This design comes from an exercise in tuning for small area and a short achievable clock period on the open sky130 flow, not from production work.
Only simulation tests tie the RTL to the original design; equivalence was not proved.
Power figures rest on the tool's default switching activity, not on a simulated workload.

File: flow/flow/run.sh
#!/bin/bash
# The standard layout (standard.sh, unchanged synthesis), except that the
# port buffers are plain buffers instead of delay cells. Tool output: standard.log
# here and ORFS's own logs under orfs/logs.
set -e
echo 'export BUFFER_PORTS_ARGS = -buffer_cell sky130_fd_sc_hd__buf_1' >> "$FLOW_CONFIG"
bash standard.sh > standard.log 2>&1
File: flow/standard.sh
#!/bin/bash
# synth_recipe.tcl (not shown) runs the flow's synth.tcl, then flattens the netlist and writes it again
# the make line also repeats each setting of config.mk as NAME=value (left out here)
make -C /OpenROAD-flow-scripts/flow DESIGN_CONFIG=/design/flow/config.mk WORK_HOME=/design/flow/orfs CLKGATE_MAP_FILE= SYNTH_SCRIPT=/design/flow/synth_recipe.tcl "${@:-finish}"
File: flow/config.mk
export PLATFORM = sky130hd
export DESIGN_NAME = piped_wallace_mult
export DESIGN_NICKNAME = piped_wallace_mult
export VERILOG_FILES = /design/flow/design.v
export SDC_FILE = /design/flow/constraint.sdc
export NUM_CORES = 4
export LEC_CHECK = 0
export CAP_MARGIN = 20
export CORE_MARGIN = 2
export CORE_UTILIZATION = 40
export CTS_CLUSTER_DIAMETER = 80
export CTS_CLUSTER_SIZE = 30
export SETUP_SLACK_MARGIN = 0.95
export SLEW_MARGIN = 20
export SYNTH_HIERARCHICAL = 1
export SYNTH_MINIMUM_KEEP_SIZE = 0
export BUFFER_PORTS_ARGS = -buffer_cell sky130_fd_sc_hd__buf_1
File: flow/constraint.sdc
create_clock -name core_clock -period 2.8 [get_ports {clock}]
set_input_delay 0.5600 -clock core_clock [delete_from_list [all_inputs] [get_ports {clock}]]
set_output_delay 0.5600 -clock core_clock [all_outputs]
set_load 0.01 [all_outputs]
File: flow/design.v
module piped_wallace_mult(
    input wire clock, reset,
    input wire [15:0] x, y,
    output reg [31:0] prod
);
    reg [59:0] r1;
    reg [90:0] r2;
    reg [60:0] r3;
    reg v1, v2, v3;
    wire g1 = x[1] & x[0];
    wire q2 = x[1] ^ x[0];
    wire g3 = x[2] & x[1];
    wire q4 = x[2] ^ x[1];
    wire g5 = x[3] & x[2];
    wire q6 = x[3] ^ x[2];
    wire g7 = x[4] & x[3];
    wire q8 = x[4] ^ x[3];
    wire g9 = x[5] & x[4];
    wire q10 = x[5] ^ x[4];
    wire g11 = x[6] & x[5];
    wire q12 = x[6] ^ x[5];
    wire g13 = x[7] & x[6];
    wire q14 = x[7] ^ x[6];
    wire g15 = x[8] & x[7];
    wire q16 = x[8] ^ x[7];
    wire g17 = x[9] & x[8];
    wire q18 = x[9] ^ x[8];
    wire g19 = x[10] & x[9];
    wire q20 = x[10] ^ x[9];
    wire g21 = x[11] & x[10];
    wire q22 = x[11] ^ x[10];
    wire g23 = x[12] & x[11];
    wire q24 = x[12] ^ x[11];
    wire g25 = x[13] & x[12];
    wire q26 = x[13] ^ x[12];
    wire g27 = x[14] & x[13];
    wire q28 = x[14] ^ x[13];
    wire g29 = x[15] & x[14];
    wire q30 = x[15] ^ x[14];
    wire t31, u32;
    pfx i33 (.gh(g5), .ph(q6), .gl(g3), .pl(q4), .g(t31), .p(u32));
    wire t34, u35;
    pfx i36 (.gh(g9), .ph(q10), .gl(g7), .pl(q8), .g(t34), .p(u35));
    wire t37, u38;
    pfx i39 (.gh(g13), .ph(q14), .gl(g11), .pl(q12), .g(t37), .p(u38));
    wire t40, u41;
    pfx i42 (.gh(g17), .ph(q18), .gl(g15), .pl(q16), .g(t40), .p(u41));
    wire t43, u44;
    pfx i45 (.gh(g21), .ph(q22), .gl(g19), .pl(q20), .g(t43), .p(u44));
    wire t46, u47;
    pfx i48 (.gh(g25), .ph(q26), .gl(g23), .pl(q24), .g(t46), .p(u47));
    wire t49, u50;
    pfx i51 (.gh(g29), .ph(q30), .gl(g27), .pl(q28), .g(t49), .p(u50));
    wire t52;
    pfx_g i53 (.gh(g3), .ph(q4), .gl(g1), .g(t52));
    wire t54;
    pfx_g i55 (.gh(t31), .ph(u32), .gl(g1), .g(t54));
    wire t56, u57;
    pfx i58 (.gh(g11), .ph(q12), .gl(t34), .pl(u35), .g(t56), .p(u57));
    wire t59, u60;
    pfx i61 (.gh(t37), .ph(u38), .gl(t34), .pl(u35), .g(t59), .p(u60));
    wire t62, u63;
    pfx i64 (.gh(g19), .ph(q20), .gl(t40), .pl(u41), .g(t62), .p(u63));
    wire t65, u66;
    pfx i67 (.gh(t43), .ph(u44), .gl(t40), .pl(u41), .g(t65), .p(u66));
    wire t68, u69;
    pfx i70 (.gh(g27), .ph(q28), .gl(t46), .pl(u47), .g(t68), .p(u69));
    wire t71, u72;
    pfx i73 (.gh(t49), .ph(u50), .gl(t46), .pl(u47), .g(t71), .p(u72));
    wire t74;
    pfx_g i75 (.gh(g7), .ph(q8), .gl(t54), .g(t74));
    wire t76;
    pfx_g i77 (.gh(t34), .ph(u35), .gl(t54), .g(t76));
    wire t78;
    pfx_g i79 (.gh(t56), .ph(u57), .gl(t54), .g(t78));
    wire t80;
    pfx_g i81 (.gh(t59), .ph(u60), .gl(t54), .g(t80));
    wire t82, u83;
    pfx i84 (.gh(g23), .ph(q24), .gl(t65), .pl(u66), .g(t82), .p(u83));
    wire t85, u86;
    pfx i87 (.gh(t46), .ph(u47), .gl(t65), .pl(u66), .g(t85), .p(u86));
    wire t88, u89;
    pfx i90 (.gh(t68), .ph(u69), .gl(t65), .pl(u66), .g(t88), .p(u89));
    wire t91, u92;
    pfx i93 (.gh(t71), .ph(u72), .gl(t65), .pl(u66), .g(t91), .p(u92));
    wire t94;
    pfx_g i95 (.gh(g15), .ph(q16), .gl(t80), .g(t94));
    wire t96;
    pfx_g i97 (.gh(t40), .ph(u41), .gl(t80), .g(t96));
    wire t98;
    pfx_g i99 (.gh(t62), .ph(u63), .gl(t80), .g(t98));
    wire t100;
    pfx_g i101 (.gh(t65), .ph(u66), .gl(t80), .g(t100));
    wire t102;
    pfx_g i103 (.gh(t82), .ph(u83), .gl(t80), .g(t102));
    wire t104;
    pfx_g i105 (.gh(t85), .ph(u86), .gl(t80), .g(t104));
    wire t106;
    pfx_g i107 (.gh(t88), .ph(u89), .gl(t80), .g(t106));
    wire t108;
    pfx_g i109 (.gh(t91), .ph(u92), .gl(t80), .g(t108));
    wire t110 = x[15] & t108;
    wire z111 = q4 ^ g1;
    wire z112 = q6 ^ t52;
    wire z113 = q8 ^ t54;
    wire z114 = q10 ^ t74;
    wire z115 = q12 ^ t76;
    wire z116 = q14 ^ t78;
    wire z117 = q16 ^ t80;
    wire z118 = q18 ^ t94;
    wire z119 = q20 ^ t96;
    wire z120 = q22 ^ t98;
    wire z121 = q24 ^ t100;
    wire z122 = q26 ^ t102;
    wire z123 = q28 ^ t104;
    wire z124 = q30 ^ t106;
    wire z125 = x[15] ^ t108;
    wire p126 = ((r1[33] & r1[0]) | (r1[35] & r1[0])) ^ r1[37];
    wire p127 = ((r1[33] & r1[1]) | (r1[34] & r1[0]) | (r1[35] & r1[16])) ^ r1[37];
    wire p128 = ((r1[33] & r1[2]) | (r1[34] & r1[1]) | (r1[35] & r1[17]) | (r1[36] & r1[0])) ^ r1[37];
    wire p129 = ((r1[33] & r1[3]) | (r1[34] & r1[2]) | (r1[35] & r1[18]) | (r1[36] & r1[1])) ^ r1[37];
    wire p130 = ((r1[33] & r1[4]) | (r1[34] & r1[3]) | (r1[35] & r1[19]) | (r1[36] & r1[2])) ^ r1[37];
    wire p131 = ((r1[33] & r1[5]) | (r1[34] & r1[4]) | (r1[35] & r1[20]) | (r1[36] & r1[3])) ^ r1[37];
    wire p132 = ((r1[33] & r1[6]) | (r1[34] & r1[5]) | (r1[35] & r1[21]) | (r1[36] & r1[4])) ^ r1[37];
    wire p133 = ((r1[33] & r1[7]) | (r1[34] & r1[6]) | (r1[35] & r1[22]) | (r1[36] & r1[5])) ^ r1[37];
    wire p134 = ((r1[33] & r1[8]) | (r1[34] & r1[7]) | (r1[35] & r1[23]) | (r1[36] & r1[6])) ^ r1[37];
    wire p135 = ((r1[33] & r1[9]) | (r1[34] & r1[8]) | (r1[35] & r1[24]) | (r1[36] & r1[7])) ^ r1[37];
    wire p136 = ((r1[33] & r1[10]) | (r1[34] & r1[9]) | (r1[35] & r1[25]) | (r1[36] & r1[8])) ^ r1[37];
    wire p137 = ((r1[33] & r1[11]) | (r1[34] & r1[10]) | (r1[35] & r1[26]) | (r1[36] & r1[9])) ^ r1[37];
    wire p138 = ((r1[33] & r1[12]) | (r1[34] & r1[11]) | (r1[35] & r1[27]) | (r1[36] & r1[10])) ^ r1[37];
    wire p139 = ((r1[33] & r1[13]) | (r1[34] & r1[12]) | (r1[35] & r1[28]) | (r1[36] & r1[11])) ^ r1[37];
    wire p140 = ((r1[33] & r1[14]) | (r1[34] & r1[13]) | (r1[35] & r1[29]) | (r1[36] & r1[12])) ^ r1[37];
    wire p141 = ((r1[33] & r1[15]) | (r1[34] & r1[14]) | (r1[35] & r1[30]) | (r1[36] & r1[13])) ^ r1[37];
    wire p142 = ((r1[34] & r1[15]) | (r1[35] & r1[31]) | (r1[36] & r1[14])) ^ r1[37];
    wire p143 = ((r1[35] & r1[32]) | (r1[36] & r1[15])) ^ r1[37];
    wire p144 = ((r1[38] & r1[0]) | (r1[40] & r1[0])) ^ r1[42];
    wire p145 = ((r1[38] & r1[1]) | (r1[39] & r1[0]) | (r1[40] & r1[16])) ^ r1[42];
    wire p146 = ((r1[38] & r1[2]) | (r1[39] & r1[1]) | (r1[40] & r1[17]) | (r1[41] & r1[0])) ^ r1[42];
    wire p147 = ((r1[38] & r1[3]) | (r1[39] & r1[2]) | (r1[40] & r1[18]) | (r1[41] & r1[1])) ^ r1[42];
    wire p148 = ((r1[38] & r1[4]) | (r1[39] & r1[3]) | (r1[40] & r1[19]) | (r1[41] & r1[2])) ^ r1[42];
    wire p149 = ((r1[38] & r1[5]) | (r1[39] & r1[4]) | (r1[40] & r1[20]) | (r1[41] & r1[3])) ^ r1[42];
    wire p150 = ((r1[38] & r1[6]) | (r1[39] & r1[5]) | (r1[40] & r1[21]) | (r1[41] & r1[4])) ^ r1[42];
    wire p151 = ((r1[38] & r1[7]) | (r1[39] & r1[6]) | (r1[40] & r1[22]) | (r1[41] & r1[5])) ^ r1[42];
    wire p152 = ((r1[38] & r1[8]) | (r1[39] & r1[7]) | (r1[40] & r1[23]) | (r1[41] & r1[6])) ^ r1[42];
    wire p153 = ((r1[38] & r1[9]) | (r1[39] & r1[8]) | (r1[40] & r1[24]) | (r1[41] & r1[7])) ^ r1[42];
    wire p154 = ((r1[38] & r1[10]) | (r1[39] & r1[9]) | (r1[40] & r1[25]) | (r1[41] & r1[8])) ^ r1[42];
    wire p155 = ((r1[38] & r1[11]) | (r1[39] & r1[10]) | (r1[40] & r1[26]) | (r1[41] & r1[9])) ^ r1[42];
    wire p156 = ((r1[38] & r1[12]) | (r1[39] & r1[11]) | (r1[40] & r1[27]) | (r1[41] & r1[10])) ^ r1[42];
    wire p157 = ((r1[38] & r1[13]) | (r1[39] & r1[12]) | (r1[40] & r1[28]) | (r1[41] & r1[11])) ^ r1[42];
    wire p158 = ((r1[38] & r1[14]) | (r1[39] & r1[13]) | (r1[40] & r1[29]) | (r1[41] & r1[12])) ^ r1[42];
    wire p159 = ((r1[38] & r1[15]) | (r1[39] & r1[14]) | (r1[40] & r1[30]) | (r1[41] & r1[13])) ^ r1[42];
    wire p160 = ((r1[39] & r1[15]) | (r1[40] & r1[31]) | (r1[41] & r1[14])) ^ r1[42];
    wire p161 = ((r1[40] & r1[32]) | (r1[41] & r1[15])) ^ r1[42];
    wire p162 = ((r1[43] & r1[0]) | (r1[45] & r1[0])) ^ r1[47];
    wire p163 = ((r1[43] & r1[1]) | (r1[44] & r1[0]) | (r1[45] & r1[16])) ^ r1[47];
    wire p164 = ((r1[43] & r1[2]) | (r1[44] & r1[1]) | (r1[45] & r1[17]) | (r1[46] & r1[0])) ^ r1[47];
    wire p165 = ((r1[43] & r1[3]) | (r1[44] & r1[2]) | (r1[45] & r1[18]) | (r1[46] & r1[1])) ^ r1[47];
    wire p166 = ((r1[43] & r1[4]) | (r1[44] & r1[3]) | (r1[45] & r1[19]) | (r1[46] & r1[2])) ^ r1[47];
    wire p167 = ((r1[43] & r1[5]) | (r1[44] & r1[4]) | (r1[45] & r1[20]) | (r1[46] & r1[3])) ^ r1[47];
    wire p168 = ((r1[43] & r1[6]) | (r1[44] & r1[5]) | (r1[45] & r1[21]) | (r1[46] & r1[4])) ^ r1[47];
    wire p169 = ((r1[43] & r1[7]) | (r1[44] & r1[6]) | (r1[45] & r1[22]) | (r1[46] & r1[5])) ^ r1[47];
    wire p170 = ((r1[43] & r1[8]) | (r1[44] & r1[7]) | (r1[45] & r1[23]) | (r1[46] & r1[6])) ^ r1[47];
    wire p171 = ((r1[43] & r1[9]) | (r1[44] & r1[8]) | (r1[45] & r1[24]) | (r1[46] & r1[7])) ^ r1[47];
    wire p172 = ((r1[43] & r1[10]) | (r1[44] & r1[9]) | (r1[45] & r1[25]) | (r1[46] & r1[8])) ^ r1[47];
    wire p173 = ((r1[43] & r1[11]) | (r1[44] & r1[10]) | (r1[45] & r1[26]) | (r1[46] & r1[9])) ^ r1[47];
    wire p174 = ((r1[43] & r1[12]) | (r1[44] & r1[11]) | (r1[45] & r1[27]) | (r1[46] & r1[10])) ^ r1[47];
    wire p175 = ((r1[43] & r1[13]) | (r1[44] & r1[12]) | (r1[45] & r1[28]) | (r1[46] & r1[11])) ^ r1[47];
    wire p176 = ((r1[43] & r1[14]) | (r1[44] & r1[13]) | (r1[45] & r1[29]) | (r1[46] & r1[12])) ^ r1[47];
    wire p177 = ((r1[43] & r1[15]) | (r1[44] & r1[14]) | (r1[45] & r1[30]) | (r1[46] & r1[13])) ^ r1[47];
    wire p178 = ((r1[44] & r1[15]) | (r1[45] & r1[31]) | (r1[46] & r1[14])) ^ r1[47];
    wire p179 = ((r1[45] & r1[32]) | (r1[46] & r1[15])) ^ r1[47];
    wire p180 = ((r1[48] & r1[0]) | (r1[50] & r1[0])) ^ r1[52];
    wire p181 = ((r1[48] & r1[1]) | (r1[49] & r1[0]) | (r1[50] & r1[16])) ^ r1[52];
    wire p182 = ((r1[48] & r1[2]) | (r1[49] & r1[1]) | (r1[50] & r1[17]) | (r1[51] & r1[0])) ^ r1[52];
    wire p183 = ((r1[48] & r1[3]) | (r1[49] & r1[2]) | (r1[50] & r1[18]) | (r1[51] & r1[1])) ^ r1[52];
    wire p184 = ((r1[48] & r1[4]) | (r1[49] & r1[3]) | (r1[50] & r1[19]) | (r1[51] & r1[2])) ^ r1[52];
    wire p185 = ((r1[48] & r1[5]) | (r1[49] & r1[4]) | (r1[50] & r1[20]) | (r1[51] & r1[3])) ^ r1[52];
    wire p186 = ((r1[48] & r1[6]) | (r1[49] & r1[5]) | (r1[50] & r1[21]) | (r1[51] & r1[4])) ^ r1[52];
    wire p187 = ((r1[48] & r1[7]) | (r1[49] & r1[6]) | (r1[50] & r1[22]) | (r1[51] & r1[5])) ^ r1[52];
    wire p188 = ((r1[48] & r1[8]) | (r1[49] & r1[7]) | (r1[50] & r1[23]) | (r1[51] & r1[6])) ^ r1[52];
    wire p189 = ((r1[48] & r1[9]) | (r1[49] & r1[8]) | (r1[50] & r1[24]) | (r1[51] & r1[7])) ^ r1[52];
    wire p190 = ((r1[48] & r1[10]) | (r1[49] & r1[9]) | (r1[50] & r1[25]) | (r1[51] & r1[8])) ^ r1[52];
    wire p191 = ((r1[48] & r1[11]) | (r1[49] & r1[10]) | (r1[50] & r1[26]) | (r1[51] & r1[9])) ^ r1[52];
    wire p192 = ((r1[48] & r1[12]) | (r1[49] & r1[11]) | (r1[50] & r1[27]) | (r1[51] & r1[10])) ^ r1[52];
    wire p193 = ((r1[48] & r1[13]) | (r1[49] & r1[12]) | (r1[50] & r1[28]) | (r1[51] & r1[11])) ^ r1[52];
    wire p194 = ((r1[48] & r1[14]) | (r1[49] & r1[13]) | (r1[50] & r1[29]) | (r1[51] & r1[12])) ^ r1[52];
    wire p195 = ((r1[48] & r1[15]) | (r1[49] & r1[14]) | (r1[50] & r1[30]) | (r1[51] & r1[13])) ^ r1[52];
    wire p196 = ((r1[49] & r1[15]) | (r1[50] & r1[31]) | (r1[51] & r1[14])) ^ r1[52];
    wire p197 = ((r1[50] & r1[32]) | (r1[51] & r1[15])) ^ r1[52];
    wire p198 = ((r1[53] & r1[0]) | (r1[55] & r1[0])) ^ r1[57];
    wire p199 = ((r1[53] & r1[1]) | (r1[54] & r1[0]) | (r1[55] & r1[16])) ^ r1[57];
    wire p200 = ((r1[53] & r1[2]) | (r1[54] & r1[1]) | (r1[55] & r1[17]) | (r1[56] & r1[0])) ^ r1[57];
    wire p201 = ((r1[53] & r1[3]) | (r1[54] & r1[2]) | (r1[55] & r1[18]) | (r1[56] & r1[1])) ^ r1[57];
    wire p202 = ((r1[53] & r1[4]) | (r1[54] & r1[3]) | (r1[55] & r1[19]) | (r1[56] & r1[2])) ^ r1[57];
    wire p203 = ((r1[53] & r1[5]) | (r1[54] & r1[4]) | (r1[55] & r1[20]) | (r1[56] & r1[3])) ^ r1[57];
    wire p204 = ((r1[53] & r1[6]) | (r1[54] & r1[5]) | (r1[55] & r1[21]) | (r1[56] & r1[4])) ^ r1[57];
    wire p205 = ((r1[53] & r1[7]) | (r1[54] & r1[6]) | (r1[55] & r1[22]) | (r1[56] & r1[5])) ^ r1[57];
    wire p206 = ((r1[53] & r1[8]) | (r1[54] & r1[7]) | (r1[55] & r1[23]) | (r1[56] & r1[6])) ^ r1[57];
    wire p207 = ((r1[53] & r1[9]) | (r1[54] & r1[8]) | (r1[55] & r1[24]) | (r1[56] & r1[7])) ^ r1[57];
    wire p208 = ((r1[53] & r1[10]) | (r1[54] & r1[9]) | (r1[55] & r1[25]) | (r1[56] & r1[8])) ^ r1[57];
    wire p209 = ((r1[53] & r1[11]) | (r1[54] & r1[10]) | (r1[55] & r1[26]) | (r1[56] & r1[9])) ^ r1[57];
    wire p210 = ((r1[53] & r1[12]) | (r1[54] & r1[11]) | (r1[55] & r1[27]) | (r1[56] & r1[10])) ^ r1[57];
    wire p211 = ((r1[53] & r1[13]) | (r1[54] & r1[12]) | (r1[55] & r1[28]) | (r1[56] & r1[11])) ^ r1[57];
    wire p212 = ((r1[53] & r1[14]) | (r1[54] & r1[13]) | (r1[55] & r1[29]) | (r1[56] & r1[12])) ^ r1[57];
    wire p213 = ((r1[53] & r1[15]) | (r1[54] & r1[14]) | (r1[55] & r1[30]) | (r1[56] & r1[13])) ^ r1[57];
    wire p214 = ((r1[54] & r1[15]) | (r1[55] & r1[31]) | (r1[56] & r1[14])) ^ r1[57];
    wire p215 = ((r1[55] & r1[32]) | (r1[56] & r1[15])) ^ r1[57];
    wire p216 = (r1[58] & r1[0]);
    wire p217 = (r1[58] & r1[1]) | (r1[59] & r1[0]);
    wire p218 = (r1[58] & r1[2]) | (r1[59] & r1[1]);
    wire p219 = (r1[58] & r1[3]) | (r1[59] & r1[2]);
    wire p220 = (r1[58] & r1[4]) | (r1[59] & r1[3]);
    wire p221 = (r1[58] & r1[5]) | (r1[59] & r1[4]);
    wire p222 = (r1[58] & r1[6]) | (r1[59] & r1[5]);
    wire p223 = (r1[58] & r1[7]) | (r1[59] & r1[6]);
    wire p224 = (r1[58] & r1[8]) | (r1[59] & r1[7]);
    wire p225 = (r1[58] & r1[9]) | (r1[59] & r1[8]);
    wire p226 = (r1[58] & r1[10]) | (r1[59] & r1[9]);
    wire p227 = (r1[58] & r1[11]) | (r1[59] & r1[10]);
    wire p228 = (r1[58] & r1[12]) | (r1[59] & r1[11]);
    wire p229 = (r1[58] & r1[13]) | (r1[59] & r1[12]);
    wire p230 = (r1[58] & r1[14]) | (r1[59] & r1[13]);
    wire p231 = (r1[58] & r1[15]) | (r1[59] & r1[14]);
    wire p232 = (r1[59] & r1[15]);
    wire p233 = ~r1[37];
    wire p234 = ~r1[42];
    wire p235 = ~r1[47];
    wire p236 = ~r1[52];
    wire p237 = ~r1[57];
    wire s238 = p129 ^ p144 ^ r1[42];
    wire c239 = (p129 & p144) | (p129 & r1[42]) | (p144 & r1[42]);
    wire s240 = p132 ^ p147 ^ p162;
    wire c241 = (p132 & p147) | (p132 & p162) | (p147 & p162);
    wire s242 = p133 ^ p148 ^ p163;
    wire c243 = (p133 & p148) | (p133 & p163) | (p148 & p163);
    wire s244 = p134 ^ p149 ^ p164;
    wire c245 = (p134 & p149) | (p134 & p164) | (p149 & p164);
    wire s246 = p135 ^ p150 ^ p165;
    wire c247 = (p135 & p150) | (p135 & p165) | (p150 & p165);
    wire s248 = p136 ^ p151 ^ p166;
    wire c249 = (p136 & p151) | (p136 & p166) | (p151 & p166);
    wire s250 = p137 ^ p152 ^ p167;
    wire c251 = (p137 & p152) | (p137 & p167) | (p152 & p167);
    wire s252 = p138 ^ p153 ^ p168;
    wire c253 = (p138 & p153) | (p138 & p168) | (p153 & p168);
    wire s254 = p183 ^ p198 ^ r1[57];
    wire c255 = (p183 & p198) | (p183 & r1[57]) | (p198 & r1[57]);
    wire s256 = p139 ^ p154 ^ p169;
    wire c257 = (p139 & p154) | (p139 & p169) | (p154 & p169);
    wire s258 = p184 ^ p199;
    wire c259 = p184 & p199;
    wire s260 = p140 ^ p155 ^ p170;
    wire c261 = (p140 & p155) | (p140 & p170) | (p155 & p170);
    wire s262 = p185 ^ p200;
    wire c263 = p185 & p200;
    wire s264 = p141 ^ p156 ^ p171;
    wire c265 = (p141 & p156) | (p141 & p171) | (p156 & p171);
    wire s266 = p186 ^ p201 ^ p216;
    wire c267 = (p186 & p201) | (p186 & p216) | (p201 & p216);
    wire s268 = p142 ^ p157 ^ p172;
    wire c269 = (p142 & p157) | (p142 & p172) | (p157 & p172);
    wire s270 = p187 ^ p202 ^ p217;
    wire c271 = (p187 & p202) | (p187 & p217) | (p202 & p217);
    wire s272 = p143 ^ p158 ^ p173;
    wire c273 = (p143 & p158) | (p143 & p173) | (p158 & p173);
    wire s274 = p188 ^ p203 ^ p218;
    wire c275 = (p188 & p203) | (p188 & p218) | (p203 & p218);
    wire s276 = p159 ^ p174 ^ p189;
    wire c277 = (p159 & p174) | (p159 & p189) | (p174 & p189);
    wire s278 = p204 ^ p219 ^ r1[37];
    wire c279 = (p204 & p219) | (p204 & r1[37]) | (p219 & r1[37]);
    wire s280 = p160 ^ p175 ^ p190;
    wire c281 = (p160 & p175) | (p160 & p190) | (p175 & p190);
    wire s282 = p205 ^ p220 ^ r1[37];
    wire c283 = (p205 & p220) | (p205 & r1[37]) | (p220 & r1[37]);
    wire s284 = p161 ^ p176 ^ p191;
    wire c285 = (p161 & p176) | (p161 & p191) | (p176 & p191);
    wire s286 = p206 ^ p221 ^ r1[37];
    wire c287 = (p206 & p221) | (p206 & r1[37]) | (p221 & r1[37]);
    wire s288 = p177 ^ p192 ^ p207;
    wire c289 = (p177 & p192) | (p177 & p207) | (p192 & p207);
    wire s290 = p222 ^ p233 ^ p234;
    wire c291 = (p222 & p233) | (p222 & p234) | (p233 & p234);
    wire s292 = p178 ^ p193 ^ p208;
    wire c293 = (p178 & p193) | (p178 & p208) | (p193 & p208);
    wire s294 = p223 ^ 1'b1;
    wire c295 = p223 & 1'b1;
    wire s296 = p179 ^ p194 ^ p209;
    wire c297 = (p179 & p194) | (p179 & p209) | (p194 & p209);
    wire s298 = p224 ^ 1'b1;
    wire c299 = p224 & 1'b1;
    wire s300 = p195 ^ p210 ^ p225;
    wire c301 = (p195 & p210) | (p195 & p225) | (p210 & p225);
    wire s302 = p196 ^ p211 ^ p226;
    wire c303 = (p196 & p211) | (p196 & p226) | (p211 & p226);
    wire s304 = p197 ^ p212 ^ p227;
    wire c305 = (p197 & p212) | (p197 & p227) | (p212 & p227);
    wire s306 = p213 ^ p228 ^ p236;
    wire c307 = (p213 & p228) | (p213 & p236) | (p228 & p236);
    wire s308 = p214 ^ p229 ^ 1'b1;
    wire c309 = (p214 & p229) | (p214 & 1'b1) | (p229 & 1'b1);
    wire s310 = p215 ^ p230 ^ 1'b1;
    wire c311 = (p215 & p230) | (p215 & 1'b1) | (p230 & 1'b1);
    wire s312 = r2[16] ^ r2[17];
    wire c313 = r2[16] & r2[17];
    wire s314 = r2[20] ^ r2[21];
    wire c315 = r2[20] & r2[21];
    wire s316 = r2[23] ^ r2[24];
    wire c317 = r2[23] & r2[24];
    wire s318 = r2[26] ^ r2[27];
    wire c319 = r2[26] & r2[27];
    wire s320 = r2[29] ^ r2[30] ^ r2[31];
    wire c321 = (r2[29] & r2[30]) | (r2[29] & r2[31]) | (r2[30] & r2[31]);
    wire s322 = r2[33] ^ r2[34] ^ r2[35];
    wire c323 = (r2[33] & r2[34]) | (r2[33] & r2[35]) | (r2[34] & r2[35]);
    wire s324 = r2[37] ^ r2[38] ^ r2[39];
    wire c325 = (r2[37] & r2[38]) | (r2[37] & r2[39]) | (r2[38] & r2[39]);
    wire s326 = r2[41] ^ r2[42] ^ r2[43];
    wire c327 = (r2[41] & r2[42]) | (r2[41] & r2[43]) | (r2[42] & r2[43]);
    wire s328 = r2[45] ^ r2[46] ^ r2[47];
    wire c329 = (r2[45] & r2[46]) | (r2[45] & r2[47]) | (r2[46] & r2[47]);
    wire s330 = r2[49] ^ r2[50] ^ r2[51];
    wire c331 = (r2[49] & r2[50]) | (r2[49] & r2[51]) | (r2[50] & r2[51]);
    wire s332 = r2[53] ^ r2[54] ^ r2[55];
    wire c333 = (r2[53] & r2[54]) | (r2[53] & r2[55]) | (r2[54] & r2[55]);
    wire s334 = r2[57] ^ r2[58] ^ r2[59];
    wire c335 = (r2[57] & r2[58]) | (r2[57] & r2[59]) | (r2[58] & r2[59]);
    wire s336 = r2[61] ^ r2[62] ^ r2[63];
    wire c337 = (r2[61] & r2[62]) | (r2[61] & r2[63]) | (r2[62] & r2[63]);
    wire s338 = r2[65] ^ r2[66] ^ r2[67];
    wire c339 = (r2[65] & r2[66]) | (r2[65] & r2[67]) | (r2[66] & r2[67]);
    wire s340 = r2[69] ^ r2[70] ^ r2[71];
    wire c341 = (r2[69] & r2[70]) | (r2[69] & r2[71]) | (r2[70] & r2[71]);
    wire s342 = r2[73] ^ r2[74] ^ r2[75];
    wire c343 = (r2[73] & r2[74]) | (r2[73] & r2[75]) | (r2[74] & r2[75]);
    wire s344 = r2[77] ^ r2[78];
    wire c345 = r2[77] & r2[78];
    wire s346 = r2[79] ^ r2[80];
    wire c347 = r2[79] & r2[80];
    wire s348 = r2[5] ^ r2[6];
    wire c349 = r2[5] & r2[6];
    wire s350 = r2[8] ^ r2[9];
    wire c351 = r2[8] & r2[9];
    wire s352 = r2[10] ^ r2[11];
    wire c353 = r2[10] & r2[11];
    wire s354 = r2[12] ^ r2[13];
    wire c355 = r2[12] & r2[13];
    wire s356 = r2[14] ^ r2[15];
    wire c357 = r2[14] & r2[15];
    wire s358 = s312 ^ r2[18] ^ r2[19];
    wire c359 = (s312 & r2[18]) | (s312 & r2[19]) | (r2[18] & r2[19]);
    wire s360 = c313 ^ s314 ^ r2[22];
    wire c361 = (c313 & s314) | (c313 & r2[22]) | (s314 & r2[22]);
    wire s362 = c315 ^ s316 ^ r2[25];
    wire c363 = (c315 & s316) | (c315 & r2[25]) | (s316 & r2[25]);
    wire s364 = c317 ^ s318 ^ r2[28];
    wire c365 = (c317 & s318) | (c317 & r2[28]) | (s318 & r2[28]);
    wire s366 = c319 ^ s320 ^ r2[32];
    wire c367 = (c319 & s320) | (c319 & r2[32]) | (s320 & r2[32]);
    wire s368 = c321 ^ s322 ^ r2[36];
    wire c369 = (c321 & s322) | (c321 & r2[36]) | (s322 & r2[36]);
    wire s370 = c323 ^ s324 ^ r2[40];
    wire c371 = (c323 & s324) | (c323 & r2[40]) | (s324 & r2[40]);
    wire s372 = c325 ^ s326 ^ r2[44];
    wire c373 = (c325 & s326) | (c325 & r2[44]) | (s326 & r2[44]);
    wire s374 = c327 ^ s328 ^ r2[48];
    wire c375 = (c327 & s328) | (c327 & r2[48]) | (s328 & r2[48]);
    wire s376 = c329 ^ s330 ^ r2[52];
    wire c377 = (c329 & s330) | (c329 & r2[52]) | (s330 & r2[52]);
    wire s378 = c331 ^ s332 ^ r2[56];
    wire c379 = (c331 & s332) | (c331 & r2[56]) | (s332 & r2[56]);
    wire s380 = c333 ^ s334 ^ r2[60];
    wire c381 = (c333 & s334) | (c333 & r2[60]) | (s334 & r2[60]);
    wire s382 = c335 ^ s336 ^ r2[64];
    wire c383 = (c335 & s336) | (c335 & r2[64]) | (s336 & r2[64]);
    wire s384 = c337 ^ s338 ^ r2[68];
    wire c385 = (c337 & s338) | (c337 & r2[68]) | (s338 & r2[68]);
    wire s386 = c339 ^ s340 ^ r2[72];
    wire c387 = (c339 & s340) | (c339 & r2[72]) | (s340 & r2[72]);
    wire s388 = c341 ^ s342 ^ r2[76];
    wire c389 = (c341 & s342) | (c341 & r2[76]) | (s342 & r2[76]);
    wire s390 = c343 ^ s344 ^ 1'b1;
    wire c391 = (c343 & s344) | (c343 & 1'b1) | (s344 & 1'b1);
    wire s392 = c345 ^ s346 ^ 1'b1;
    wire c393 = (c345 & s346) | (c345 & 1'b1) | (s346 & 1'b1);
    wire s394 = c347 ^ r2[81] ^ r2[82];
    wire c395 = (c347 & r2[81]) | (c347 & r2[82]) | (r2[81] & r2[82]);
    wire s396 = r2[83] ^ r2[84];
    wire c397 = r2[83] & r2[84];
    wire s398 = r2[85] ^ r2[86];
    wire c399 = r2[85] & r2[86];
    wire s400 = r2[87] ^ r2[88] ^ r2[89];
    wire c401 = (r2[87] & r2[88]) | (r2[87] & r2[89]) | (r2[88] & r2[89]);
    wire s402 = r2[90] ^ 1'b1;
    wire c403 = r2[90] & 1'b1;
    wire t404 = r3[2] & r3[0];
    wire u405 = r3[4] & r3[3];
    wire t406, u407;
    pfx i408 (.gh(r3[7]), .ph(r3[8]), .gl(r3[5]), .pl(r3[6]), .g(t406), .p(u407));
    wire t409, u410;
    pfx i411 (.gh(r3[11]), .ph(r3[12]), .gl(r3[9]), .pl(r3[10]), .g(t409), .p(u410));
    wire t412, u413;
    pfx i414 (.gh(r3[15]), .ph(r3[16]), .gl(r3[13]), .pl(r3[14]), .g(t412), .p(u413));
    wire t415, u416;
    pfx i417 (.gh(r3[19]), .ph(r3[20]), .gl(r3[17]), .pl(r3[18]), .g(t415), .p(u416));
    wire t418, u419;
    pfx i420 (.gh(r3[23]), .ph(r3[24]), .gl(r3[21]), .pl(r3[22]), .g(t418), .p(u419));
    wire t421, u422;
    pfx i423 (.gh(r3[27]), .ph(r3[28]), .gl(r3[25]), .pl(r3[26]), .g(t421), .p(u422));
    wire t424, u425;
    pfx i426 (.gh(r3[31]), .ph(r3[32]), .gl(r3[29]), .pl(r3[30]), .g(t424), .p(u425));
    wire t427, u428;
    pfx i429 (.gh(r3[35]), .ph(r3[36]), .gl(r3[33]), .pl(r3[34]), .g(t427), .p(u428));
    wire t430, u431;
    pfx i432 (.gh(r3[39]), .ph(r3[40]), .gl(r3[37]), .pl(r3[38]), .g(t430), .p(u431));
    wire t433, u434;
    pfx i435 (.gh(r3[43]), .ph(r3[44]), .gl(r3[41]), .pl(r3[42]), .g(t433), .p(u434));
    wire t436, u437;
    pfx i438 (.gh(r3[47]), .ph(r3[48]), .gl(r3[45]), .pl(r3[46]), .g(t436), .p(u437));
    wire t439, u440;
    pfx i441 (.gh(r3[51]), .ph(r3[52]), .gl(r3[49]), .pl(r3[50]), .g(t439), .p(u440));
    wire t442, u443;
    pfx i444 (.gh(r3[55]), .ph(r3[56]), .gl(r3[53]), .pl(r3[54]), .g(t442), .p(u443));
    wire t445 = r3[3] & t404;
    wire t446 = u405 & t404;
    wire t447, u448;
    pfx i449 (.gh(r3[9]), .ph(r3[10]), .gl(t406), .pl(u407), .g(t447), .p(u448));
    wire t450, u451;
    pfx i452 (.gh(t409), .ph(u410), .gl(t406), .pl(u407), .g(t450), .p(u451));
    wire t453, u454;
    pfx i455 (.gh(r3[17]), .ph(r3[18]), .gl(t412), .pl(u413), .g(t453), .p(u454));
    wire t456, u457;
    pfx i458 (.gh(t415), .ph(u416), .gl(t412), .pl(u413), .g(t456), .p(u457));
    wire t459, u460;
    pfx i461 (.gh(r3[25]), .ph(r3[26]), .gl(t418), .pl(u419), .g(t459), .p(u460));
    wire t462, u463;
    pfx i464 (.gh(t421), .ph(u422), .gl(t418), .pl(u419), .g(t462), .p(u463));
    wire t465, u466;
    pfx i467 (.gh(r3[33]), .ph(r3[34]), .gl(t424), .pl(u425), .g(t465), .p(u466));
    wire t468, u469;
    pfx i470 (.gh(t427), .ph(u428), .gl(t424), .pl(u425), .g(t468), .p(u469));
    wire t471, u472;
    pfx i473 (.gh(r3[41]), .ph(r3[42]), .gl(t430), .pl(u431), .g(t471), .p(u472));
    wire t474, u475;
    pfx i476 (.gh(t433), .ph(u434), .gl(t430), .pl(u431), .g(t474), .p(u475));
    wire t477, u478;
    pfx i479 (.gh(r3[49]), .ph(r3[50]), .gl(t436), .pl(u437), .g(t477), .p(u478));
    wire t480, u481;
    pfx i482 (.gh(t439), .ph(u440), .gl(t436), .pl(u437), .g(t480), .p(u481));
    wire t483, u484;
    pfx i485 (.gh(r3[57]), .ph(r3[58]), .gl(t442), .pl(u443), .g(t483), .p(u484));
    wire t486;
    pfx_g i487 (.gh(r3[5]), .ph(r3[6]), .gl(t446), .g(t486));
    wire t488;
    pfx_g i489 (.gh(t406), .ph(u407), .gl(t446), .g(t488));
    wire t490;
    pfx_g i491 (.gh(t447), .ph(u448), .gl(t446), .g(t490));
    wire t492;
    pfx_g i493 (.gh(t450), .ph(u451), .gl(t446), .g(t492));
    wire t494, u495;
    pfx i496 (.gh(r3[21]), .ph(r3[22]), .gl(t456), .pl(u457), .g(t494), .p(u495));
    wire t497, u498;
    pfx i499 (.gh(t418), .ph(u419), .gl(t456), .pl(u457), .g(t497), .p(u498));
    wire t500, u501;
    pfx i502 (.gh(t459), .ph(u460), .gl(t456), .pl(u457), .g(t500), .p(u501));
    wire t503, u504;
    pfx i505 (.gh(t462), .ph(u463), .gl(t456), .pl(u457), .g(t503), .p(u504));
    wire t506, u507;
    pfx i508 (.gh(r3[37]), .ph(r3[38]), .gl(t468), .pl(u469), .g(t506), .p(u507));
    wire t509, u510;
    pfx i511 (.gh(t430), .ph(u431), .gl(t468), .pl(u469), .g(t509), .p(u510));
    wire t512, u513;
    pfx i514 (.gh(t471), .ph(u472), .gl(t468), .pl(u469), .g(t512), .p(u513));
    wire t515, u516;
    pfx i517 (.gh(t474), .ph(u475), .gl(t468), .pl(u469), .g(t515), .p(u516));
    wire t518, u519;
    pfx i520 (.gh(r3[53]), .ph(r3[54]), .gl(t480), .pl(u481), .g(t518), .p(u519));
    wire t521, u522;
    pfx i523 (.gh(t442), .ph(u443), .gl(t480), .pl(u481), .g(t521), .p(u522));
    wire t524, u525;
    pfx i526 (.gh(t483), .ph(u484), .gl(t480), .pl(u481), .g(t524), .p(u525));
    wire t527;
    pfx_g i528 (.gh(r3[13]), .ph(r3[14]), .gl(t492), .g(t527));
    wire t529;
    pfx_g i530 (.gh(t412), .ph(u413), .gl(t492), .g(t529));
    wire t531;
    pfx_g i532 (.gh(t453), .ph(u454), .gl(t492), .g(t531));
    wire t533;
    pfx_g i534 (.gh(t456), .ph(u457), .gl(t492), .g(t533));
    wire t535;
    pfx_g i536 (.gh(t494), .ph(u495), .gl(t492), .g(t535));
    wire t537;
    pfx_g i538 (.gh(t497), .ph(u498), .gl(t492), .g(t537));
    wire t539;
    pfx_g i540 (.gh(t500), .ph(u501), .gl(t492), .g(t539));
    wire t541;
    pfx_g i542 (.gh(t503), .ph(u504), .gl(t492), .g(t541));
    wire t543, u544;
    pfx i545 (.gh(r3[45]), .ph(r3[46]), .gl(t515), .pl(u516), .g(t543), .p(u544));
    wire t546, u547;
    pfx i548 (.gh(t436), .ph(u437), .gl(t515), .pl(u516), .g(t546), .p(u547));
    wire t549, u550;
    pfx i551 (.gh(t477), .ph(u478), .gl(t515), .pl(u516), .g(t549), .p(u550));
    wire t552, u553;
    pfx i554 (.gh(t480), .ph(u481), .gl(t515), .pl(u516), .g(t552), .p(u553));
    wire t555, u556;
    pfx i557 (.gh(t518), .ph(u519), .gl(t515), .pl(u516), .g(t555), .p(u556));
    wire t558, u559;
    pfx i560 (.gh(t521), .ph(u522), .gl(t515), .pl(u516), .g(t558), .p(u559));
    wire t561, u562;
    pfx i563 (.gh(t524), .ph(u525), .gl(t515), .pl(u516), .g(t561), .p(u562));
    wire t564;
    pfx_g i565 (.gh(r3[29]), .ph(r3[30]), .gl(t541), .g(t564));
    wire t566;
    pfx_g i567 (.gh(t424), .ph(u425), .gl(t541), .g(t566));
    wire t568;
    pfx_g i569 (.gh(t465), .ph(u466), .gl(t541), .g(t568));
    wire t570;
    pfx_g i571 (.gh(t468), .ph(u469), .gl(t541), .g(t570));
    wire t572;
    pfx_g i573 (.gh(t506), .ph(u507), .gl(t541), .g(t572));
    wire t574;
    pfx_g i575 (.gh(t509), .ph(u510), .gl(t541), .g(t574));
    wire t576;
    pfx_g i577 (.gh(t512), .ph(u513), .gl(t541), .g(t576));
    wire t578;
    pfx_g i579 (.gh(t515), .ph(u516), .gl(t541), .g(t578));
    wire t580;
    pfx_g i581 (.gh(t543), .ph(u544), .gl(t541), .g(t580));
    wire t582;
    pfx_g i583 (.gh(t546), .ph(u547), .gl(t541), .g(t582));
    wire t584;
    pfx_g i585 (.gh(t549), .ph(u550), .gl(t541), .g(t584));
    wire t586;
    pfx_g i587 (.gh(t552), .ph(u553), .gl(t541), .g(t586));
    wire t588;
    pfx_g i589 (.gh(t555), .ph(u556), .gl(t541), .g(t588));
    wire t590;
    pfx_g i591 (.gh(t558), .ph(u559), .gl(t541), .g(t590));
    wire t592;
    pfx_g i593 (.gh(t561), .ph(u562), .gl(t541), .g(t592));
    wire z594 = r3[2] ^ r3[0];
    wire z595 = r3[3] ^ t404;
    wire z596 = r3[4] ^ t445;
    wire z597 = r3[6] ^ t446;
    wire z598 = r3[8] ^ t486;
    wire z599 = r3[10] ^ t488;
    wire z600 = r3[12] ^ t490;
    wire z601 = r3[14] ^ t492;
    wire z602 = r3[16] ^ t527;
    wire z603 = r3[18] ^ t529;
    wire z604 = r3[20] ^ t531;
    wire z605 = r3[22] ^ t533;
    wire z606 = r3[24] ^ t535;
    wire z607 = r3[26] ^ t537;
    wire z608 = r3[28] ^ t539;
    wire z609 = r3[30] ^ t541;
    wire z610 = r3[32] ^ t564;
    wire z611 = r3[34] ^ t566;
    wire z612 = r3[36] ^ t568;
    wire z613 = r3[38] ^ t570;
    wire z614 = r3[40] ^ t572;
    wire z615 = r3[42] ^ t574;
    wire z616 = r3[44] ^ t576;
    wire z617 = r3[46] ^ t578;
    wire z618 = r3[48] ^ t580;
    wire z619 = r3[50] ^ t582;
    wire z620 = r3[52] ^ t584;
    wire z621 = r3[54] ^ t586;
    wire z622 = r3[56] ^ t588;
    wire z623 = r3[58] ^ t590;
    wire z624 = r3[60] ^ t592;
    wire [31:0] result = {z624, z623, z622, z621, z620, z619, z618, z617, z616, z615, z614, z613, z612, z611, z610, z609, z608, z607, z606, z605, z604, z603, z602, z601, z600, z599, z598, z597, z596, z595, z594, r3[1]};
    always @(posedge clock) begin
        r1 <= {(y[14] & y[15]), (y[14] & ~y[15]) | (~y[14] & y[15]), y[14], (y[11] & y[12] & y[13] & ~y[14]) | (~y[11] & ~y[12] & ~y[13] & y[14]), (y[11] & ~y[12] & y[13] & ~y[14]) | (~y[11] & y[12] & y[13] & ~y[14]) | (y[11] & ~y[12] & ~y[13] & y[14]) | (~y[11] & y[12] & ~y[13] & y[14]), (y[11] & y[12] & ~y[13] & ~y[14]) | (~y[11] & ~y[12] & y[13] & ~y[14]) | (y[11] & y[12] & ~y[13] & y[14]) | (~y[11] & ~y[12] & y[13] & y[14]), (y[11] & ~y[12] & ~y[13] & ~y[14]) | (~y[11] & y[12] & ~y[13] & ~y[14]) | (y[11] & ~y[12] & y[13] & y[14]) | (~y[11] & y[12] & y[13] & y[14]), y[11], (y[8] & y[9] & y[10] & ~y[11]) | (~y[8] & ~y[9] & ~y[10] & y[11]), (y[8] & ~y[9] & y[10] & ~y[11]) | (~y[8] & y[9] & y[10] & ~y[11]) | (y[8] & ~y[9] & ~y[10] & y[11]) | (~y[8] & y[9] & ~y[10] & y[11]), (y[8] & y[9] & ~y[10] & ~y[11]) | (~y[8] & ~y[9] & y[10] & ~y[11]) | (y[8] & y[9] & ~y[10] & y[11]) | (~y[8] & ~y[9] & y[10] & y[11]), (y[8] & ~y[9] & ~y[10] & ~y[11]) | (~y[8] & y[9] & ~y[10] & ~y[11]) | (y[8] & ~y[9] & y[10] & y[11]) | (~y[8] & y[9] & y[10] & y[11]), y[8], (y[5] & y[6] & y[7] & ~y[8]) | (~y[5] & ~y[6] & ~y[7] & y[8]), (y[5] & ~y[6] & y[7] & ~y[8]) | (~y[5] & y[6] & y[7] & ~y[8]) | (y[5] & ~y[6] & ~y[7] & y[8]) | (~y[5] & y[6] & ~y[7] & y[8]), (y[5] & y[6] & ~y[7] & ~y[8]) | (~y[5] & ~y[6] & y[7] & ~y[8]) | (y[5] & y[6] & ~y[7] & y[8]) | (~y[5] & ~y[6] & y[7] & y[8]), (y[5] & ~y[6] & ~y[7] & ~y[8]) | (~y[5] & y[6] & ~y[7] & ~y[8]) | (y[5] & ~y[6] & y[7] & y[8]) | (~y[5] & y[6] & y[7] & y[8]), y[5], (y[2] & y[3] & y[4] & ~y[5]) | (~y[2] & ~y[3] & ~y[4] & y[5]), (y[2] & ~y[3] & y[4] & ~y[5]) | (~y[2] & y[3] & y[4] & ~y[5]) | (y[2] & ~y[3] & ~y[4] & y[5]) | (~y[2] & y[3] & ~y[4] & y[5]), (y[2] & y[3] & ~y[4] & ~y[5]) | (~y[2] & ~y[3] & y[4] & ~y[5]) | (y[2] & y[3] & ~y[4] & y[5]) | (~y[2] & ~y[3] & y[4] & y[5]), (y[2] & ~y[3] & ~y[4] & ~y[5]) | (~y[2] & y[3] & ~y[4] & ~y[5]) | (y[2] & ~y[3] & y[4] & y[5]) | (~y[2] & y[3] & y[4] & y[5]), y[2], (~y[0] & ~y[1] & y[2]), (y[0] & y[1] & ~y[2]) | (y[0] & ~y[1] & y[2]), (~y[0] & y[1] & ~y[2]) | (~y[0] & y[1] & y[2]), (y[0] & ~y[1] & ~y[2]) | (y[0] & y[1] & y[2]), t110, z125, z124, z123, z122, z121, z120, z119, z118, z117, z116, z115, z114, z113, z112, z111, q2, x[15], x[14], x[13], x[12], x[11], x[10], x[9], x[8], x[7], x[6], x[5], x[4], x[3], x[2], x[1], x[0]};
        r2 <= {p232, p237, p231, c311, s310, c309, s308, c307, s306, c305, s304, c303, s302, c301, p235, s300, c299, c297, s298, s296, c295, c293, s294, s292, c291, c289, s290, s288, c287, c285, s286, s284, c283, c281, s282, s280, c279, c277, s278, s276, c275, c273, s274, s272, c271, c269, s270, s268, c267, c265, s266, s264, c263, c261, s262, s260, c259, c257, s258, s256, c255, c253, s254, s252, c251, p182, s250, c249, p181, s248, c247, r1[52], p180, s246, c245, s244, c243, s242, c241, r1[47], s240, p146, p131, p145, p130, c239, s238, p128, p127, r1[37], p126};
        r3 <= {c401 ^ s402, c401 & s402, c399 ^ s400, c399 & s400, c397 ^ s398, c397 & s398, c395 ^ s396, c395 & s396, c393 ^ s394, c393 & s394, c391 ^ s392, c391 & s392, c389 ^ s390, c389 & s390, c387 ^ s388, c387 & s388, c385 ^ s386, c385 & s386, c383 ^ s384, c383 & s384, c381 ^ s382, c381 & s382, c379 ^ s380, c379 & s380, c377 ^ s378, c377 & s378, c375 ^ s376, c375 & s376, c373 ^ s374, c373 & s374, c371 ^ s372, c371 & s372, c369 ^ s370, c369 & s370, c367 ^ s368, c367 & s368, c365 ^ s366, c365 & s366, c363 ^ s364, c363 & s364, c361 ^ s362, c361 & s362, c359 ^ s360, c359 & s360, c357 ^ s358, c357 & s358, c355 ^ s356, c355 & s356, c353 ^ s354, c353 & s354, c351 ^ s352, c351 & s352, c349 ^ s350, c349 & s350, s348 ^ r2[7], s348 & r2[7], r2[4], r2[3], r2[2], r2[0] ^ r2[1], r2[0] & r2[1]};
    end
    always @(posedge clock or posedge reset)
        if (reset) begin
            v1 <= 1'b0; v2 <= 1'b0; v3 <= 1'b0; prod <= 32'd0;
        end else begin
            v1 <= 1'b1; v2 <= v1; v3 <= v2;
            prod <= v3 ? result : 32'd0;
        end
endmodule
module pfx(input wire gh, ph, gl, pl, output wire g, p);
    assign g = gh | (ph & gl);
    assign p = ph & pl;
endmodule
module pfx_g(input wire gh, ph, gl, output wire g);
    assign g = gh | (ph & gl);
endmodule
==> results.ini, run 1 <==
[status]
status = complete, no violations

[global_route]
antenna_found_initial = 0
grt_start_max_net_pins = 33
grt_pass1_wl_um = 42730
grt_overflow_total = 0
grt_pass1_vias = 7984
grt_use_total = 0.1564

[timing]
whs_ns = 0.08927
skew_ns = 0.02807
hold_violations = 0
rsz0062_at_grt = yes
finalSetupTns_ns = 0
tightestPinTransition_ns = 0.6799
drv_slew = 0
setup_viol = 0
period_share = 0.6486
period_needed_ns = 1.816
max-slew-margin-rel = 0.5467
max_freq_ghz = 0.5507

[detailed_routing]
drt_iter0_drc = 524
drtAntennaViolNets = 0
drc = 0
num_vias = 7773
drtPass1Iterations = 6
wl_um = 25610
post_drt_wl_per_cell_um = 16.68
avgViaCountPerCell = 5.064

[cts]
htreeDepth = 1
numCtsBuffers = 14
clock_latency_ns = 0.50
cts.sinks = 246
clkTransAtPathRegs_ns = 0.10
postCtsHoldBufs = 0
cts_root_buffer = clkbuf_16
clockBufferDepth = 3
cts_tree = built

[layout]
num_antenna_cells = 0
fin_nets = 1284
drive_gt1_frac = 0.1606
syn_to_final_growth_pct = 9.230

[pwr]
power.leakage_nw = 6.330
power.density_nw_per_um2 = 913.8
ir_drop_v = 0.0003931

[worst_setup_path]
slowest_delay_ns = 0.32
worstPathMaxFanout = 8
r2r-end = prod[26]
crit_type = flop to flop
cp_data_arrival_time_ns = 2.19
critPathLaunch = r3[0]
critPathTopFamily = compound AO/OA/AOI/OAI gates
r2r_cells = 7
end_kind = flop
r2r_start = r3[0]
cpMostUsedCell = a21o_4
path_cells = ha_1 > and3_4 > a21o_4 > a21o_4 > a21o_1 > xor2_1 > and2_1
ff2ff_setup_slack_ns = 0.98
path_buf_inv = 0
cp.required_ns = 3.17
critical_path.slowest_cell = dfxtp_1
cp-start-kind = flop

[floorplanning]
die_w_um = 182.9
dieArea_sq_um = 33440
die_h_um = 182.9
rows = 65
io_pins = 66
core_sq_um = 31560
start_util = 0.4056

[synth]
ys_types = 34
synth.cell_area_sq_um = 12800
syn_nets = 1247
synthCells = 1088
avgSynthCellArea_sq_um = 11.76
synth_seq_cells = 246
ys_seq_area_frac = 0.3985
synth_warnings = 7

[place]
dp_hpwl_um = 19380
gp_congestion = 0.8417
port_buffers = 65

[min_path]
hold_path.class = primary input to asynchronous set/reset pin

[job]
drv_cap = 0

==> Yosys stat by module, one instance, submodules excluded <==
module	cells inside	times used
piped_wallace_mult	925	1
pfx_g	1	41
pfx	2	61
==> layer usage <==
metal  up-vias  routed length (um)  global-route usage
li1       3856                   -                   -
met1      3726               12520              0.2187
met2       167               11550              0.2584
met3        24                1209             0.02284
met4         0                 330             0.03232
met5         -                   0                   0
==> cell type report <==
| cell class | instances | area (sq um) |
|---|---|---|
| clock buffer | 17 | 392.9 |
| clock inverter | 7 | 113.9 |
| fill | 2942 | 17580 |
| inverter | 65 | 244.0 |
| multi-input combinational | 691 | 6983 |
| sequential | 246 | 5152 |
| tap | 402 | 503.0 |
| timing repair buffer | 107 | 589.3 |
==> repair_timing <==
| action | 4_1_cts | 5_1_grt |
|---|---|---|
| buffers inserted | 2 | 3 |
| gates cloned | 1 | 0 |
| pin swaps | 5 | 10 |
| setup endpoints to repair | 68 | 43 |
| gates resized for setup | 33 | 20 |
==> flip-flops by register name, indices dropped and copies added (netlist names) <==
name / flops
v3: 1
v1: 1
r2: 91
v2: 1
prod: 32
r3: 60
r1: 60
==> metrics by stage <==
step	worst slack [ns]	cells	utilization	cell area [sq um]	power, mW
final	0.9840	1535	0.4430	13980	12.77
after global routing	0.9010	1535	0.4430	13980	14.01
after CTS	0.9528	1532	0.4403	13890	12.89
after detailed placement	0.4614	1505	0.4216	13300	10.32
after global placement	0.5296	1505	0.4216	13300	10.23
after floorplan	0.8658	1088	-	12860	8.945
==> power breakdown <==
| part | leakage, nW | switching [mW] | total, mW | internal (mW) |
|---|---|---|---|---|
| combinational | 3.86 | 2.47 | 4.96 | 2.49 |
| clock | 0.248 | 1.23 | 2.40 | 1.17 |
| sequential | 2.23 | 0.741 | 5.41 | 4.66 |
| total | 6.33 | 4.44 | 12.8 | 8.33 |
==> cells in the final DEF, fill, tap and decap left out, types with 2 or more instances in the layout <==
cell,netlist,routed
dfxtp_2,0,27
o21a_1,2,2
clkbuf_2,0,2
ha_1,66,59
nor2_1,10,10
buf_1,0,63
a221oi_2,68,68
clkbuf_16,0,15
buf_6,24,4
nor2b_1,7,7
dfxtp_1,211,179
a22o_1,80,80
and2_1,95,95
o21ai_0,7,7
a21o_4,0,5
xnor2_1,97,97
buf_4,7,37
nand2_1,14,14
a222oi_1,10,10
o21ai_1,2,2
xnor3_1,2,2
nand4b_1,4,4
inv_1,64,64
dfxtp_4,0,5
a21o_1,102,98
xor2_1,42,42
a22oi_1,11,11
inv_12,0,3
nor3_1,2,2
o31ai_1,2,2
fa_1,59,59
or4b_1,4,4
ha_4,0,6
dfrtp_1,35,35
==> worst max-delay path by stage <==
stage	end	slack [ns]	depth (start not counted)
CTS	prod[30]	0.95	7
finish	prod[26]	0.98	7
detailed placement	r1[31]	0.46	7
floorplan	r1[31]	0.87	6
global route	prod[25]	0.90	7
global placement	r1[31]	0.53	7
==> cell families (layout without fill, tap and decap cells) <==
logic type      count (synthesis)  after routing  synth area share
fa+ha+maj                     125            125            0.1568
compound gates                285            286            0.2153
flops                         246            246            0.3985
simple gates                  138            138           0.06463
buf+inv                       152            196           0.06580
other cells                     1              1         0.0002930
xor+xnor                      141            141           0.09865
==> synth_stat cells <==
cell / count / area [sq um]
nand4b_1: 4 / 35.03
a22oi_1: 11 / 82.58
a222oi_1: 10 / 100.1
o21a_1: 2 / 15.01
fa_1: 59 / 1181
ha_1: 66 / 825.8
a21o_1: 102 / 765.7
a22o_1: 80 / 700.7
o21ai_0: 7 / 35.03
buf_6: 24 / 270.3
and3_1: 1 / 6.260
xor2_1: 42 / 367.9
clkbuf_1: 12 / 45.04
nor2_1: 10 / 37.54
a221oi_2: 68 / 1021
buf_4: 7 / 52.55
nand2_1: 14 / 52.55
nor3_1: 2 / 10.01
buf_8: 1 / 15.01
xnor2_1: 97 / 849.6
a22o_2: 1 / 10.01
dfrtp_1: 35 / 875.8
inv_2: 1 / 3.750
conb_1: 1 / 3.750
buf_2: 43 / 215.2
nor3b_1: 1 / 7.510
o31ai_1: 2 / 15.01
inv_1: 64 / 240.2
and2_1: 95 / 594.3
xnor3_1: 2 / 45.04
nor2b_1: 7 / 43.79
dfxtp_1: 211 / 4224
o21ai_1: 2 / 10.01
or4b_1: 4 / 40.04
==> run 2, diff against run 1 <==
--- a/flow/config.mk
+++ b/flow/config.mk
@@ -8,8 +8,6 @@
 export CAP_MARGIN = 20
 export CORE_MARGIN = 2
 export CORE_UTILIZATION = 40
-export CTS_CLUSTER_DIAMETER = 80
-export CTS_CLUSTER_SIZE = 30
 export SETUP_SLACK_MARGIN = 0.95
 export SLEW_MARGIN = 20
 export SYNTH_HIERARCHICAL = 1
==> results.ini, run 2 <==
[synth]
synth.most_common_cell = dfxtp_1
ys_types = 34
synth.largest_area_cell = dfxtp_1
synth_edf_count = 0
syn_nets = 1247
synth_common_cells = dfxtp_1 (211), a21o_1 (102), xnor2_1 (97)
synthCells = 1088
synthTopCellsByArea = dfxtp_1 (33%), fa_1 (9.2%), a221oi_2 (8.0%)
ys_seq_area_frac = 0.3985
synth_warnings = 7
async_flop_share = 0.1423
synth.cell_area_sq_um = 12800
avgSynthCellArea_sq_um = 11.76
synth_seq_cells = 246
synth_top_cell_area_share = 0.3301
synthFlopType = dfxtp_1

[cts]
numCtsBuffers = 27
htreeDepth = 1
cts.sinks = 246
cts_tree = built
clkTransAtPathRegs_ns = 0.06
clock_latency_ns = 0.54
cts_root_buffer = clkbuf_16
postCtsHoldBufs = 0
clockBufferDepth = 3

[detailed_routing]
drt_iter0_drc = 497
drc = 0
wl_um = 25940
post_drt_wl_per_cell_um = 16.64
drtAntennaViolNets = 0
num_vias = 7915
avgViaCountPerCell = 5.077
drtPass1Iterations = 6

[layout]
largest_reg_flops = 91
num_antenna_cells = 0
layout_commonest_cell = dfxtp_1
top_regs = r2 (91), r1 (60), r3 (60)
final_core_util = 0.4550
num-fill-cells = 2913
largest_register = r2
syn_to_final_growth_pct = 12.19
fin_nets = 1298
drive_gt1_frac = 0.1755
multi_input_area_sq_um = 6975
seq_area_sq_um = 5152
mostFrequentLayoutCells = dfxtp_1 (181), a21o_1 (99), xnor2_1 (97), and2_1 (95), a22o_1 (80)

[floorplanning]
rows = 65
start_util = 0.4056
dieArea_sq_um = 33440
io_pins = 66
die_w_um = 182.9
core_sq_um = 31560
die_h_um = 182.9

[global_route]
grt_pass1_wl_um = 43130
grt_overflow_total = 0
grt_pass1_vias = 8152
grt_use_total = 0.1581
grt_start_max_net_pins = 33
antenna_found_initial = 0

[status]
status = complete, no violations

[worst_setup_path]
worstPathMaxFanout = 8
cp_data_arrival_time_ns = 2.24
cp.required_ns = 3.21
end_kind = flop
crit_type = flop to flop
cp-start-kind = flop

[min_path]
hold_path.class = primary input to asynchronous set/reset pin

[timing]
tightestPinTransition_ns = 0.6871
max-slew-margin-rel = 0.5419
rsz0062_at_grt = yes
finalSetupTns_ns = 0
drv_slew = 0
skew_ns = 0.02115
setup_viol = 0
period_needed_ns = 1.825
max_freq_ghz = 0.5480
hold_violations = 0
period_share = 0.6517

[place]
dp_hpwl_um = 19380
gp_congestion = 0.8417
port_buffers = 65

[job]
drv_cap = 0

[pwr]
p_total_mw = 13.84
power.density_nw_per_um2 = 963.8
power.leakage_nw = 6.527
ir_drop_v = 0.0005272

## run 2: worst max-delay path: stages (launching register included)
cell     delay (ns)
dfxtp_1        0.31
a21o_1         0.20
a21o_1         0.22
a21o_1         0.25
a21o_4         0.24
a21o_1         0.17
xor2_1         0.16
and2_1         0.16
## run 2: worst paths after layout
path	from	end	cells after the start	slack (ns)
max	r3[13]	prod[30]	7	0.98
min	reset	prod[17]	2	0.06
max reg2reg	r3[13]	prod[30]	7	0.98
min reg2reg	r2[4]	r3[4]	0	0.33
max in group asynchronous	reset	prod[8]	3	2.08
min in group core_clock	x[0]	r1[0]	1	0.16
## run 2: what timing repair did
action	CTS	global route
gates resized for setup	33	19
pin swaps	5	11
setup buffers	2	4
endpoints found under the setup margin	65	42
gates cloned	1	0
## run 2: cell families (layout without fill, tap and decap cells)
| logic type | after synthesis | in the layout | synth area share |
|---|---|---|---|
| DFF | 246 | 246 | 0.3985 |
| AOI/OAI and AO/OA | 285 | 286 | 0.2153 |
| other | 1 | 1 | 0.0002930 |
| buffers and inverters | 152 | 220 | 0.06580 |
| adders and majority gates | 125 | 125 | 0.1568 |
| xor gates and xnor gates | 141 | 141 | 0.09865 |
| and+or+nand+nor | 138 | 138 | 0.06463 |
## run 2: Yosys stat by module (local to each module, per instance)
module | area, sq um | times used | flip-flops and latches
pfx | 13.76 | 61 | 0
piped_wallace_mult | 11650 | 1 | 246
pfx_g | 7.507 | 41 | 0
## run 2: power by group
| group | internal [mW] | total, mW | switching, mW |
|---|---|---|---|
| Combinational | 2.50 | 4.98 | 2.47 |
| Sequential | 4.67 | 5.42 | 0.746 |
| Clock | 2.10 | 3.44 | 1.35 |
## run 2: area by class of cell
class                   count  area share
multi-input cells         691      0.4858
clock inverters            12    0.008366
clock buffers              35     0.05333
repair buffers            108     0.04157
inverters                  65     0.01699
well taps                 402     0.03503
flip-flops and latches    246      0.3589
## run 2: layer usage
layer	global-route usage	part of all wire	vias up
li1	-	-	3899
met1	0.2191	0.49	3802
met2	0.2570	0.44	175
met3	0.02661	0.048	39
met4	0.04128	0.019	0
met5	0	0	-
## run 2: metrics by stage
step                std cells  instance area [sq um]  setup WS, ns  hold WS, ns
finish                   1559                  14360        0.9752      0.06180
global route             1559                  14360        0.8908       0.1114
global placement         1505                  13300        0.5296       0.3159
detailed placement       1505                  13300        0.4614       0.3199
floorplan                1088                  12860        0.8658       0.3096
CTS                      1555                  14270        0.9534      0.06536
==> run 3, diff against run 2 <==
--- a/flow/config.mk
+++ b/flow/config.mk
@@ -7,7 +7,9 @@
 export LEC_CHECK = 0
 export CAP_MARGIN = 20
 export CORE_MARGIN = 2
-export CORE_UTILIZATION = 40
+export CORE_UTILIZATION = 48
+export CTS_CLUSTER_DIAMETER = 150
+export CTS_CLUSTER_SIZE = 30
 export SETUP_SLACK_MARGIN = 0.95
 export SLEW_MARGIN = 20
 export SYNTH_HIERARCHICAL = 1
==> results.ini, run 3 <==
[status]
status = complete, no violations

[pwr]
ir_drop_v = 0.0003873
power.density_nw_per_um2 = 892.6
power.leakage_nw = 6.315

[place]
dp_hpwl_um = 18850
gp_congestion = 0.8704
port_buffers = 65

[detailed_routing]
avgViaCountPerCell = 5.306
dr.max_layer_used = met4
met1_length_um = 12620
drtPass1Iterations = 16
drt_iter0_drc = 569
num_vias = 7827
post_drt_wl_per_cell_um = 17.14
drc = 0
wl_met3_um = 986
wl_met2_um = 11320
drtAntennaViolNets = 0
wl_um = 25290

[worst_setup_path]
worstPathMaxFanout = 8
ff2ff_setup_slack_ns = 0.99
cp_data_arrival_time_ns = 2.18
cp-start-kind = flop
cp.required_ns = 3.17
crit_type = flop to flop
end_kind = flop

[cts]
cts.sinks = 246
numCtsBuffers = 12
clockBufferDepth = 3
postCtsHoldBufs = 0
clock_latency_ns = 0.49
htreeDepth = 1
cts_root_buffer = clkbuf_16
cts_tree = built
clkTransAtPathRegs_ns = 0.11

[layout]
top_regs = r2 (91), r1 (60), r3 (60)
largest_register = r2
fin_nets = 1296
drive_gt1_frac = 0.1789
syn_to_final_growth_pct = 8.105
num-fill-cells = 2338
num_antenna_cells = 0
largest_reg_flops = 91
layout_commonest_cell = dfxtp_1
mostFrequentLayoutCells = dfxtp_1 (165), a21o_1 (98), xnor2_1 (97), and2_1 (94), a22o_1 (80)

[synth]
synthAdderAreaFrac = 0.1568
synth.cell_area_sq_um = 12800
async_flop_share = 0.1423
synth_compound_gate_area_share = 0.2153
synthTopCellsByArea = dfxtp_1 (33%), fa_1 (9.2%), a221oi_2 (8.0%)
synth.largest_area_cell = dfxtp_1
synth_warnings = 7
synth_edf_count = 0
synth.area.mux_share = 0
synth.most_common_cell = dfxtp_1
ys_types = 34
synthSimpleGateAreaFrac = 0.06463
synth_seq_cells = 246
synth_common_cells = dfxtp_1 (211), a21o_1 (102), xnor2_1 (97)
syn_nets = 1247
synthCells = 1088
avgSynthCellArea_sq_um = 11.76
synth_top_cell_area_share = 0.3301
ys_seq_area_frac = 0.3985
synth_xor_area_frac = 0.09865
synthFlopType = dfxtp_1
synth_top_family_by_area = compound AO/OA/AOI/OAI gates

[floorplanning]
io_pins = 66
start_util = 0.4897
rows = 59
die_h_um = 167.3
core_sq_um = 26130
die_w_um = 167.3
dieArea_sq_um = 27980

[global_route]
grt_start_max_net_pins = 36
grt_overflow_total = 0
grt_use_total = 0.1814
grt_pass1_vias = 7657
antenna_found_initial = 0
grt_pass1_wl_um = 41620

[timing]
drv_slew = 0
max_freq_ghz = 0.5529
rsz0062_at_grt = yes
setup_viol = 0
period_share = 0.6459
max-slew-margin-rel = 0.5331
skew_ns = 0.02978
period_needed_ns = 1.809
finalSetupTns_ns = 0
whs_ns = 0.1337
tightestPinTransition_ns = 0.7003
hold_violations = 0

[min_path]
hold_path.class = primary input to asynchronous set/reset pin

[job]
drv_cap = 0

## run 3: changes by cell type in the layout (fill, tap and decap cells not counted), sizes merged
cell	before	now
bufinv	2	0
inv	67	65
clkbuf	37	18
clkinv	6	1
clkinvlp	2	0
buf	106	119
## run 3: per-stage QoR
stage | setup slack (ns) | cells | power, mW | util | instance area [sq um]
2_1_floorplan | 0.8658 | 1088 | 8.945 | - | 12860
3_3_place_gp | 0.5145 | 1439 | 10.24 | 0.5057 | 13210
3_5_place_dp | 0.4627 | 1439 | 10.31 | 0.5057 | 13210
4_1_cts | 0.9343 | 1458 | 12.40 | 0.5224 | 13650
5_1_grt | 0.9235 | 1475 | 13.53 | 0.5294 | 13830
6_report | 0.9915 | 1475 | 12.35 | 0.5294 | 13830
## run 3: critical path, stage by stage, from the launching register on
cell	delay, ns
dfxtp_4	0.40
buf_4	0.19
a22o_1	0.25
a221oi_2	0.19
xnor2_1	0.13
fa_1	0.53
## run 3: path summary, 6_finish.rpt
| path | start | endpoint | depth (start not counted) |
|---|---|---|---|
| worst max-delay path | r1[7] | r2[51] | 5 |
| worst min-delay path | reset | prod[25] | 3 |
| worst max register to register | r1[7] | r2[51] | 5 |
| worst min register to register | r2[3] | r3[3] | 0 |
| max in group asynchronous | reset | prod[7] | 3 |
| min in group core_clock | x[12] | r1[12] | 1 |
## run 3: cell type report
class	count	area, sq um	area share
inverter	65	244.0	0.01764
timing repair buffer	121	670.6	0.04848
tap	335	419.2	0.03030
multi-input combinational	691	6967	0.5036
sequential	246	5167	0.3735
clock inverter	1	30.03	0.002171
clock buffer	16	336.6	0.02433
## run 3: routing by layer
layer	track usage	up-vias
li1	-	3874
met1	0.2690	3756
met2	0.2908	174
met3	0.01749	23
met4	0.03554	0
met5	0	-
## run 3: repair_timing
item	4_1_cts	5_1_grt
setup buffers	1	17
pin swaps	2	21
gates cloned	1	0
hold endpoints to repair	0	0
setup endpoints to repair	57	45
gates resized for setup	28	38
## run 3: kinds of logic after synthesis
| logic type | after synthesis |
|---|---|
| AO/OA/AOI/OAI | 285 |
| flip-flops | 246 |
| buffers and inverters | 152 |
| XOR/XNOR | 141 |
| AND/OR/NAND/NOR | 138 |
| adder cells (fa/ha/maj) | 125 |
| other | 1 |
## run 3: power by group
| part | switching (mW) | internal [mW] | total, mW |
|---|---|---|---|
| clock | 1.07 | 0.874 | 1.95 |
| combinational | 2.44 | 2.54 | 4.97 |
| sequential | 0.748 | 4.68 | 5.43 |
| total | 4.26 | 8.09 | 12.3 |
## run 3: modules after synthesis, one instance, submodules excluded
| module | area (sq um) | cells inside | flops+latches |
|---|---|---|---|
| pfx | 13.76 | 2 | 0 |
| pfx_g | 7.507 | 1 | 0 |
| piped_wallace_mult | 11650 | 925 | 246 |

Check on run 3: ideal ports give 0.991 ns setup slack; a clkbuf_16 on the clock port and buf_2 on the inputs give 0.991 ns; moving port delays by the midpoint clock arrival (0.521 ns) as well gives 0.575 ns.
